Background: an optimization exercise with open tools, aiming at small area, a short achievable clock period and few clock cycles per item. Do not read the settings as production practice. In this exercise RTL edits were held to simulation tests only and were not proved equivalent to the original.

==> flow/design.v (excerpt) <==
module top_sha(input clk,rst,byte_rdy,byte_stop,input [7:0] data_in,
					output overflow_err,output [255:0] Hash_Digest, output hashing_done
    );
	localparam [31:0] IV0 = 32'h6a09e667, IV1 = 32'hbb67ae85,
	                  IV2 = 32'h3c6ef372, IV3 = 32'ha54ff53a,
	                  IV4 = 32'h510e527f, IV5 = 32'h9b05688c,
	                  IV6 = 32'h1f83d9ab, IV7 = 32'h5be0cd19;
	function [31:0] csa_s;
		input [31:0] x, y, z;
		csa_s = x ^ y ^ z;
	endfunction
	function [31:0] csa_c;
		input [31:0] x, y, z;
		csa_c = {((x & y) | (z & (x | y))), 1'b0} ;
	endfunction
	reg [5:0] len;           
	reg       stp;           
	reg [6:0] lcnt;          
	reg [6:0] kidx;          
	reg       kst;           
	reg       ev;            
	reg       av;            
	reg       elast;         
	reg       efin;          
	reg       afin;          
	reg [1:0] ac;            
	reg       done_r;
	reg       ovf_r;
	reg [31:0] w1,w2,w3,w4,w5,w6,w7,w8,w9,w10,w11,w12,w13,w14,w15;
	reg [31:0] X;            
	reg [31:0] KW;           
	reg [31:0] T1;           
	reg [31:0] a,b,c,d,e,f,g,h;
	wire [5:0] len_nx = len + 6'd1;
	wire ld_msg = byte_rdy & (len[1:0] == 2'd3);
	wire ld_pad = (stp | byte_stop) & (lcnt < 7'd67);
	wire ld     = ld_msg | ld_pad;
	wire sh     = (byte_rdy & (len[1:0] == 2'd0) & (len != 6'd0)) |
	              (ld_pad & ~((lcnt == {3'd0, len[5:2]}) & (len[1:0] != 2'd0)));
	reg [31:0] padw;
	always @(*) begin
		case (len[1:0])
			2'd0: padw = 32'h80000000;
			2'd1: padw = {w15[7:0], 24'h800000};
			2'd2: padw = {w15[15:0], 16'h8000};
			default: padw = {w15[23:0], 8'h80};
		endcase
	end
	wire [31:0] s0w = {w2[6:0],w2[31:7]} ^ {w2[17:0],w2[31:18]} ^ (w2 >> 3);
	wire [31:0] s1w = {w15[16:0],w15[31:17]} ^ {w15[18:0],w15[31:19]} ^ (w15 >> 10);
	wire [31:0] xs1 = csa_s(w10, w1, s0w);
	wire [31:0] xc1 = csa_c(w10, w1, s0w);
  ...
Size: ~900 flip-flops, ~270 I/O pins, about 49000 µm² of cells after synthesis.
Settings: LEC_CHECK=0, ABC_AREA=1, CAP_MARGIN=20, CORE_MARGIN=2, CORE_UTILIZATION=40, CTS_BUF_LIST=sky130_fd_sc_hd__clkbuf_8, CTS_CLUSTER_SIZE=30, SETUP_SLACK_MARGIN=4.3, SLEW_MARGIN=20; clock period 8.0 ns.
standard.sh (not shown) runs the stock make flow with config.mk's settings and CLKGATE_MAP_FILE= SYNTH_SCRIPT=/design/flow/synth_recipe.tcl, a recipe that flattens the netlist after the stock synthesis.
==> flow/flow/run.sh <==
#!/bin/bash
# Standard layout, with the smallest buffer on the ports.
set -euo pipefail
export BUFFER_PORTS_ARGS="-buffer_cell sky130_fd_sc_hd__buf_1"
bash standard.sh > standard_make.log 2>&1
The starting point finished clean.
Testbench counts at the start, summed over its fixed seeds: cycles 35,171, items 384.
Rerun with:
--- a/flow/config.mk
+++ b/flow/config.mk
@@ -10,6 +10,4 @@
 export CORE_MARGIN = 2
 export CORE_UTILIZATION = 40
-export CTS_BUF_LIST = sky130_fd_sc_hd__clkbuf_8
-export CTS_CLUSTER_SIZE = 30
-export SETUP_SLACK_MARGIN = 4.3
+export SETUP_SLACK_MARGIN = 3.6
 export SLEW_MARGIN = 20
What happened: Worst setup slack is worse by 0.65 ns. Design area decreases by about 4%. Non-clock buffer count shrinks by 100. Global-route usage decreases by 0.38 points. Clock-buffer cell count decreases by 41. Sequential share of layout area goes up by 1.4 points.
Rerun with:
--- a/flow/config.mk
+++ b/flow/config.mk
@@ -7,7 +7,7 @@
 export LEC_CHECK = 0
 export ABC_AREA = 1
-export CAP_MARGIN = 20
+export CAP_MARGIN = 5
 export CORE_MARGIN = 2
 export CORE_UTILIZATION = 40
-export SETUP_SLACK_MARGIN = 3.6
-export SLEW_MARGIN = 20
+export SETUP_SLACK_MARGIN = 4.3
+export SLEW_MARGIN = 5
=>
- The new run went through all stages and came out clean
- count of clock-buffer cells in the layout is unchanged
- area after synthesis is unchanged
- die area stays the same
- wire length grows by a few percent
- register-to-register slack gains 0.58 ns
Rerun with:
--- a/flow/config.mk
+++ b/flow/config.mk
@@ -7,7 +7,7 @@
 export LEC_CHECK = 0
 export ABC_AREA = 1
-export CAP_MARGIN = 5
+export CAP_MARGIN = 20
 export CORE_MARGIN = 2
 export CORE_UTILIZATION = 40
-export SETUP_SLACK_MARGIN = 4.3
-export SLEW_MARGIN = 5
+export SETUP_SLACK_MARGIN = 4.5
+export SLEW_MARGIN = 20
What happened:
- via count climbs by 2.0%
- final area climbs by 5.8%
Rerun with:
--- a/flow/config.mk
+++ b/flow/config.mk
@@ -10,4 +10,6 @@
 export CORE_MARGIN = 2
 export CORE_UTILIZATION = 40
-export SETUP_SLACK_MARGIN = 4.5
+export CTS_BUF_LIST = sky130_fd_sc_hd__clkbuf_4 sky130_fd_sc_hd__clkbuf_8
+export CTS_CLUSTER_SIZE = 30
+export SETUP_SLACK_MARGIN = 4.3
 export SLEW_MARGIN = 20
- core utilization came out lower by 2.6 points
- design area came out lower by 5.2%
- routed wire length hardly moves
Rerun with:
--- a/flow/config.mk
+++ b/flow/config.mk
@@ -10,6 +10,4 @@
 export CORE_MARGIN = 2
 export CORE_UTILIZATION = 40
-export CTS_BUF_LIST = sky130_fd_sc_hd__clkbuf_4 sky130_fd_sc_hd__clkbuf_8
-export CTS_CLUSTER_SIZE = 30
-export SETUP_SLACK_MARGIN = 4.3
+export SETUP_SLACK_MARGIN = 4.0
 export SLEW_MARGIN = 20
Via count is lower by 2.6%; first-iteration DRC count is lower by 3.1%; global-route usage is lower by 0.34 points; worst hold slack is about the same.

---

top_sha, a different RTL version from the one above (not shown whole).
For scale: ~7,100 cells after synthesis, roughly 270 I/O pins, ~58,000 µm² of cells after synthesis.
make LEC_CHECK=0 ABC_AREA=1 CAP_MARGIN=20 CORE_MARGIN=2 CORE_UTILIZATION=40 SETUP_SLACK_MARGIN=4.5 SLEW_MARGIN=20 finish   # period 8.0 ns
run.sh (not shown) runs the stock make flow with config.mk's settings and CLKGATE_MAP_FILE= SYNTH_SCRIPT=/design/flow/synth_recipe.tcl, a recipe that flattens the netlist after the stock synthesis.
Stock flow here: none of the scripts above is used.
The starting point went through all stages and came out clean.
Testbench counts at the start, summed over its fixed seeds: cycles 34,019, items 384.
Change:
--- a/flow/config.mk
+++ b/flow/config.mk
@@ -7,3 +7,2 @@
 export LEC_CHECK = 0
-export ABC_AREA = 1
 export CAP_MARGIN = 20
@@ -11,3 +10,3 @@
 export CORE_UTILIZATION = 40
-export SETUP_SLACK_MARGIN = 4.5
+export SETUP_SLACK_MARGIN = 4.0
 export SLEW_MARGIN = 20
Result: The new run finished clean; final area decreases by 10%; routed wire length shrinks by 24%; worst hold slack got worse by 0.018 ns; clock skew is lower by 0.013 ns; via count decreases by 22%; worst setup slack got worse by 0.74 ns; utilization is lower by 0.40 points; non-clock buffer count rises by 1.
Change:
--- a/flow/config.mk
+++ b/flow/config.mk
@@ -7,2 +7,3 @@
 export LEC_CHECK = 0
+export ABC_AREA = 1
 export CAP_MARGIN = 20
@@ -10,3 +11,3 @@
 export CORE_UTILIZATION = 40
-export SETUP_SLACK_MARGIN = 4.0
+export SETUP_SLACK_MARGIN = 5.0
 export SLEW_MARGIN = 20
Worst setup slack is better by 0.75 ns.
Design area increases by 25%.
Routed wire length increases by 40%.
Clock skew decreases by 0.010 ns.
Global-route usage increases by 7.1 points.
Change:
--- a/flow/config.mk
+++ b/flow/config.mk
@@ -11,3 +11,3 @@
 export CORE_UTILIZATION = 40
-export SETUP_SLACK_MARGIN = 5.0
+export SETUP_SLACK_MARGIN = 4.0
 export SLEW_MARGIN = 20
Effect:
- The new run finished with antenna rules left
- synthesized cell count is unchanged
- design area falls by about 17%
- final cell count fell by 5.6%
- clock-buffer cell count goes up by 11
- die area stays the same
- worst hold slack degrades by 0.0054 ns
- flip-flop and latch count does not change
- core utilization goes down by 9.3 points
- first-iteration DRC count decreases by about 10%

---

== P ==
The RTL this note starts from:
==> flow/design.v <==
`timescale 1ns / 1ps
module top_sha(input clk,rst,byte_rdy,byte_stop,input [7:0] data_in,
					output overflow_err,output [255:0] Hash_Digest, output hashing_done
    );
	localparam [31:0] IV0 = 32'h6a09e667, IV1 = 32'hbb67ae85,
	                  IV2 = 32'h3c6ef372, IV3 = 32'ha54ff53a,
	                  IV4 = 32'h510e527f, IV5 = 32'h9b05688c,
	                  IV6 = 32'h1f83d9ab, IV7 = 32'h5be0cd19;
	function [31:0] csa_s;
		input [31:0] x, y, z;
		csa_s = x ^ y ^ z;
	endfunction
	function [31:0] csa_c;
		input [31:0] x, y, z;
		csa_c = {((x & y) | (z & (x | y))), 1'b0} ;
	endfunction
	reg [5:0] len;           
	reg       stp;           
	reg [6:0] lcnt;          
	reg       kst;           
	reg       klast;         
	reg       kfin;          
	reg       ev;            
	reg       av;            
	reg       efin;          
	reg       afin;          
	reg [1:0] ac;            
	reg       done_r;
	reg       ovf_r;
	reg [31:0] w1,w2,w3,w4,w5,w6,w7,w8,w9,w10,w11,w12,w13,w14,w15;
	reg [31:0] P;            
	reg [31:0] X;            
	reg [31:0] KpW;          
	reg [31:0] KW;           
	reg [31:0] DKW;          
	reg [31:0] T1;           
	reg [31:0] a,b,c,d,e,f,g,h;
	wire [5:0] len_nx = len + 6'd1;
	wire ld_msg = byte_rdy & (len[1:0] == 2'd3);
	wire ld_pad = (stp | byte_stop) & (lcnt < 7'd67);
	wire ld     = ld_msg | ld_pad;
	wire sh     = (byte_rdy & (len[1:0] == 2'd0) & (len != 6'd0)) |
	              (ld_pad & ~((lcnt == {3'd0, len[5:2]}) & (len[1:0] != 2'd0)));
	reg [31:0] padw;
	always @(*) begin
		case (len[1:0])
			2'd0: padw = 32'h80000000;
			2'd1: padw = {w15[7:0], 24'h800000};
			2'd2: padw = {w15[15:0], 16'h8000};
			default: padw = {w15[23:0], 8'h80};
		endcase
	end
	wire [31:0] s0w = {w3[6:0],w3[31:7]} ^ {w3[17:0],w3[31:18]} ^ (w3 >> 3);
	wire [31:0] s1w = {w15[16:0],w15[31:17]} ^ {w15[18:0],w15[31:19]} ^ (w15 >> 10);
	wire [31:0] p_nx = csa_s(w11, s0w, w2) + csa_c(w11, s0w, w2);
	wire [31:0] x_nx = s1w + P;
	reg [31:0] wpad;
	always @(*) begin
		if (lcnt[6])
			wpad = 32'd0;
		else if (lcnt[5:4] != 2'd0)
			wpad = X;
		else if (lcnt[3:0] == len[5:2])
			wpad = padw;
		else if (lcnt[3:0] == 4'd15)
			wpad = {23'd0, len, 3'd0};
		else
			wpad = 32'd0;
	end
	wire [31:0] wnew = byte_rdy ? {w15[23:0], data_in} : wpad;
	reg [31:0] K;
	always @(*) begin
		case (lcnt)
			7'd0: K = 32'h428a2f98; 7'd1: K = 32'h71374491; 7'd2: K = 32'hb5c0fbcf; 7'd3: K = 32'he9b5dba5;
			7'd4: K = 32'h3956c25b; 7'd5: K = 32'h59f111f1; 7'd6: K = 32'h923f82a4; 7'd7: K = 32'hab1c5ed5;
			7'd8: K = 32'hd807aa98; 7'd9: K = 32'h12835b01; 7'd10: K = 32'h243185be; 7'd11: K = 32'h550c7dc3;
			7'd12: K = 32'h72be5d74; 7'd13: K = 32'h80deb1fe; 7'd14: K = 32'h9bdc06a7; 7'd15: K = 32'hc19bf174;
			7'd16: K = 32'he49b69c1; 7'd17: K = 32'hefbe4786; 7'd18: K = 32'h0fc19dc6; 7'd19: K = 32'h240ca1cc;
			7'd20: K = 32'h2de92c6f; 7'd21: K = 32'h4a7484aa; 7'd22: K = 32'h5cb0a9dc; 7'd23: K = 32'h76f988da;
			7'd24: K = 32'h983e5152; 7'd25: K = 32'ha831c66d; 7'd26: K = 32'hb00327c8; 7'd27: K = 32'hbf597fc7;
			7'd28: K = 32'hc6e00bf3; 7'd29: K = 32'hd5a79147; 7'd30: K = 32'h06ca6351; 7'd31: K = 32'h14292967;
			7'd32: K = 32'h27b70a85; 7'd33: K = 32'h2e1b2138; 7'd34: K = 32'h4d2c6dfc; 7'd35: K = 32'h53380d13;
			7'd36: K = 32'h650a7354; 7'd37: K = 32'h766a0abb; 7'd38: K = 32'h81c2c92e; 7'd39: K = 32'h92722c85;
			7'd40: K = 32'ha2bfe8a1; 7'd41: K = 32'ha81a664b; 7'd42: K = 32'hc24b8b70; 7'd43: K = 32'hc76c51a3;
			7'd44: K = 32'hd192e819; 7'd45: K = 32'hd6990624; 7'd46: K = 32'hf40e3585; 7'd47: K = 32'h106aa070;
			7'd48: K = 32'h19a4c116; 7'd49: K = 32'h1e376c08; 7'd50: K = 32'h2748774c; 7'd51: K = 32'h34b0bcb5;
			7'd52: K = 32'h391c0cb3; 7'd53: K = 32'h4ed8aa4a; 7'd54: K = 32'h5b9cca4f; 7'd55: K = 32'h682e6ff3;
			7'd56: K = 32'h748f82ee; 7'd57: K = 32'h78a5636f; 7'd58: K = 32'h84c87814; 7'd59: K = 32'h8cc70208;
			7'd60: K = 32'h90befffa; 7'd61: K = 32'ha4506ceb; 7'd62: K = 32'hbef9a3f7; 7'd63: K = 32'h177fcb71;
			7'd64: K = 32'h5be0cd19; 7'd65: K = 32'h1f83d9ab; 7'd66: K = 32'h9b05688c;
			default: K = 32'd0;
		endcase
	end
	wire [31:0] hsel = ev ? g : h;
	wire [31:0] dsel = (ev & av) ? b : (ev | av) ? c : d;
	wire [31:0] kcor = klast ? 32'h18fb93e8 : 32'd0;
	wire [31:0] kw_nx  = csa_s(KpW, hsel, kcor) + csa_c(KpW, hsel, kcor);
	wire [31:0] dkw_nx = csa_s(KpW, hsel, dsel) + csa_c(KpW, hsel, dsel);
	wire [31:0] S0 = {a[1:0],a[31:2]} ^ {a[12:0],a[31:13]} ^ {a[21:0],a[31:22]};
	wire [31:0] S1 = {e[5:0],e[31:6]} ^ {e[10:0],e[31:11]} ^ {e[24:0],e[31:25]};
	wire [31:0] MJ = (a & b) | (c & (a | b));
	wire [31:0] CH = (e & f) | (~e & g);
	wire [31:0] e_nx  = csa_s(DKW, CH, S1) + csa_c(DKW, CH, S1);
	wire [31:0] t1_nx = csa_s(KW, CH, S1) + csa_c(KW, CH, S1);
	wire [31:0] ak  = (ac == 2'd0) ? IV3 : (ac == 2'd1) ? IV2 : IV1;
	wire [31:0] ax0 = afin ? 32'd0 : S0;
	wire [31:0] ax1 = afin ? ak : MJ;
	wire [31:0] ax2 = afin ? d : T1;
	wire [31:0] a_nx  = csa_s(ax0, ax1, ax2) + csa_c(ax0, ax1, ax2);
	always @(posedge clk) begin
		if (!rst) begin
			len <= 6'd0;
			stp <= 1'b0;
			lcnt <= 7'd0;
			kst <= 1'b0;
			klast <= 1'b0;
			kfin <= 1'b0;
			ev <= 1'b0;
			av <= 1'b0;
			efin <= 1'b0;
			afin <= 1'b0;
			ac <= 2'd0;
			done_r <= 1'b0;
			ovf_r <= 1'b0;
		end else begin
			if (byte_rdy) begin
				len <= len_nx;
			end
			if (byte_stop) stp <= 1'b1;
			ovf_r <= ((byte_rdy ? len_nx : len) == 6'd55) & ~byte_stop;
			if (ld) lcnt <= lcnt + 7'd1;
			kst <= ld;
			klast <= (lcnt == 7'd63);
			kfin <= lcnt[6];
			ev <= kst;
			av <= ev;
			if (kst) efin <= kfin;
			if (ev) afin <= efin;
			if (av & afin) ac <= ac + 2'd1;
			if (av & afin & (ac == 2'd2)) done_r <= 1'b1;
		end
	end
	always @(posedge clk) begin
		KpW <= K + wnew;
		KW <= kw_nx;
		DKW <= dkw_nx;
		T1 <= t1_nx;
		P <= p_nx;
		X <= x_nx;
	end
	always @(posedge clk) begin
		if (sh) begin
			w1 <= w2; w2 <= w3; w3 <= w4; w4 <= w5; w5 <= w6; w6 <= w7; w7 <= w8;
			w8 <= w9; w9 <= w10; w10 <= w11; w11 <= w12; w12 <= w13; w13 <= w14; w14 <= w15;
		end
		if (byte_rdy | ld_pad)
			w15 <= wnew;
	end
	always @(posedge clk) begin
		if (!rst) begin
			a <= IV0; b <= IV1; c <= IV2; d <= IV3;
			e <= IV4; f <= IV5; g <= IV6; h <= IV7;
		end else begin
			if (av) begin
				a <= a_nx; b <= a; c <= b; d <= c;
			end
			if (ev) begin
				e <= efin ? KW : e_nx;
				f <= e; g <= f; h <= g;
			end
		end
	end
	assign Hash_Digest = {d, a, b, c, h, e, f, g};
	assign hashing_done = done_r;
	assign overflow_err = ovf_r;
endmodule
export LEC_CHECK = 0
export ABC_AREA = 1
export CAP_MARGIN = 20
export CORE_MARGIN = 2
export CORE_UTILIZATION = 40
export SETUP_SLACK_MARGIN = 4.7
export SLEW_MARGIN = 20
create_clock -name core_clock -period 8.0 [get_ports {clk}]
standard.sh (not shown) runs the stock make flow with config.mk's settings and CLKGATE_MAP_FILE= SYNTH_SCRIPT=/design/flow/synth_recipe.tcl, a recipe that flattens the netlist after the stock synthesis.
Scripts as last shown in full above: flow/flow/run.sh
P has completed all stages; timing, DRC and antenna checks passed.
Testbench counts of P, summed over its fixed seeds: cycles 35,171, items 384.
## Diff of input files: Q against P
Settings: SETUP_SLACK_MARGIN now 4.3, was 4.7.
Between P and Q, the flow reports count of clock-net buffers in the final layout increasing by a few percent.
Comparing P and Q, the higher count of cells along the worst register-to-register path was measured on P.
Cmp P and Q / wire length of the first global-routing pass / higher: P
Of P and Q, the run reporting the lower routed wire length was Q.
Final weighted congestion in routability-driven placement, Q vs P: up slightly
Q: aggregate global-route resource usage 1.3 points below P
Against P, Q comes in 2000 um lower on detailed-routing wirelength on met1.
Taking P as the reference, in Q number of cells on the critical path went down; non-clock buffer area fraction after layout saw a decrease; non-clock buffer count lost 42%.
Measured against each other, P and Q differ in estimated wirelength of the detail-placed design, the higher figure coming from P.

re-timing with driven ports:
The flow's constraints put no driver on any port. The routed layouts listed below were extracted and timed again, unchanged, in two steps. Step 1, drivers: a clkbuf_16 drives clk and a buf_2 each remaining input, both assumed. Step 2 times the ports against the registers' clock, not the clock port: input delays grow and output delays shrink by t, the midpoint of the rising clock arrivals with the driver on. Three values: ideal ports, drivers, drivers and shift; two values: the first two.
| run | t, ns | setup slack, ns | worst hold slack (ns) | worst data-port slew with drivers (ns) | cell pins on the clock port's net |
|---|---|---|---|---|---|
| the first run of note 1 | 0.936 | 4.337 / 4.337 / 3.474 | 0.396 / 0.396 / 0.396 | 0.06 | 1 |
| the second run of note 1 | 0.784 | 3.690 / 3.690 / 3.234 | 0.400 / 0.400 / 0.400 | 0.06 | 1 |
| the third run of note 1 | 0.786 | 4.272 / 4.272 / 3.645 | 0.402 / 0.402 / 0.402 | 0.06 | 1 |
| the fourth run of note 1 | 0.786 | 4.299 / 4.299 / 3.920 | 0.381 / 0.381 / 0.381 | 0.14 | 1 |
| the fifth run of note 1 | 0.945 | 4.328 / 4.328 / 3.466 | 0.401 / 0.401 / 0.401 | 0.06 | 1 |
| the sixth run of note 1 | 0.786 | 4.044 / 4.044 / 3.358 | 0.402 / 0.402 / 0.402 | 0.06 | 1 |
| the first run of note 2 | 0.810 | 4.351 / 4.351 / 3.778 | 0.376 / 0.376 / 0.376 | 0.16 | 1 |
| the second run of note 2 | 0.810 | 3.607 / 3.607 / 3.304 | 0.359 / 0.359 / 0.359 | 0.07 | 1 |
| the third run of note 2 | 0.816 | 4.360 / 4.360 / 4.253 | 0.400 / 0.400 / 0.400 | 0.16 | 1 |
| the fourth run of note 2 | 0.816 | 4.049 / 4.004 / 3.384 | 0.394 / 0.394 / 0.394 | 0.14 | 1 |
| P | 0.812 | 4.407 / 4.441 / 3.629 | 0.396 / 0.396 / 0.396 | 0.05 | 1 |
| Q | 0.793 | 4.318 / 4.318 / 3.560 | 0.396 / 0.396 / 0.396 | 0.04 | 1 |
For the first run of note 1, which loses most, drivers alone change the setup slack by 0.000 ns; drivers and shift together by -0.863 ns.
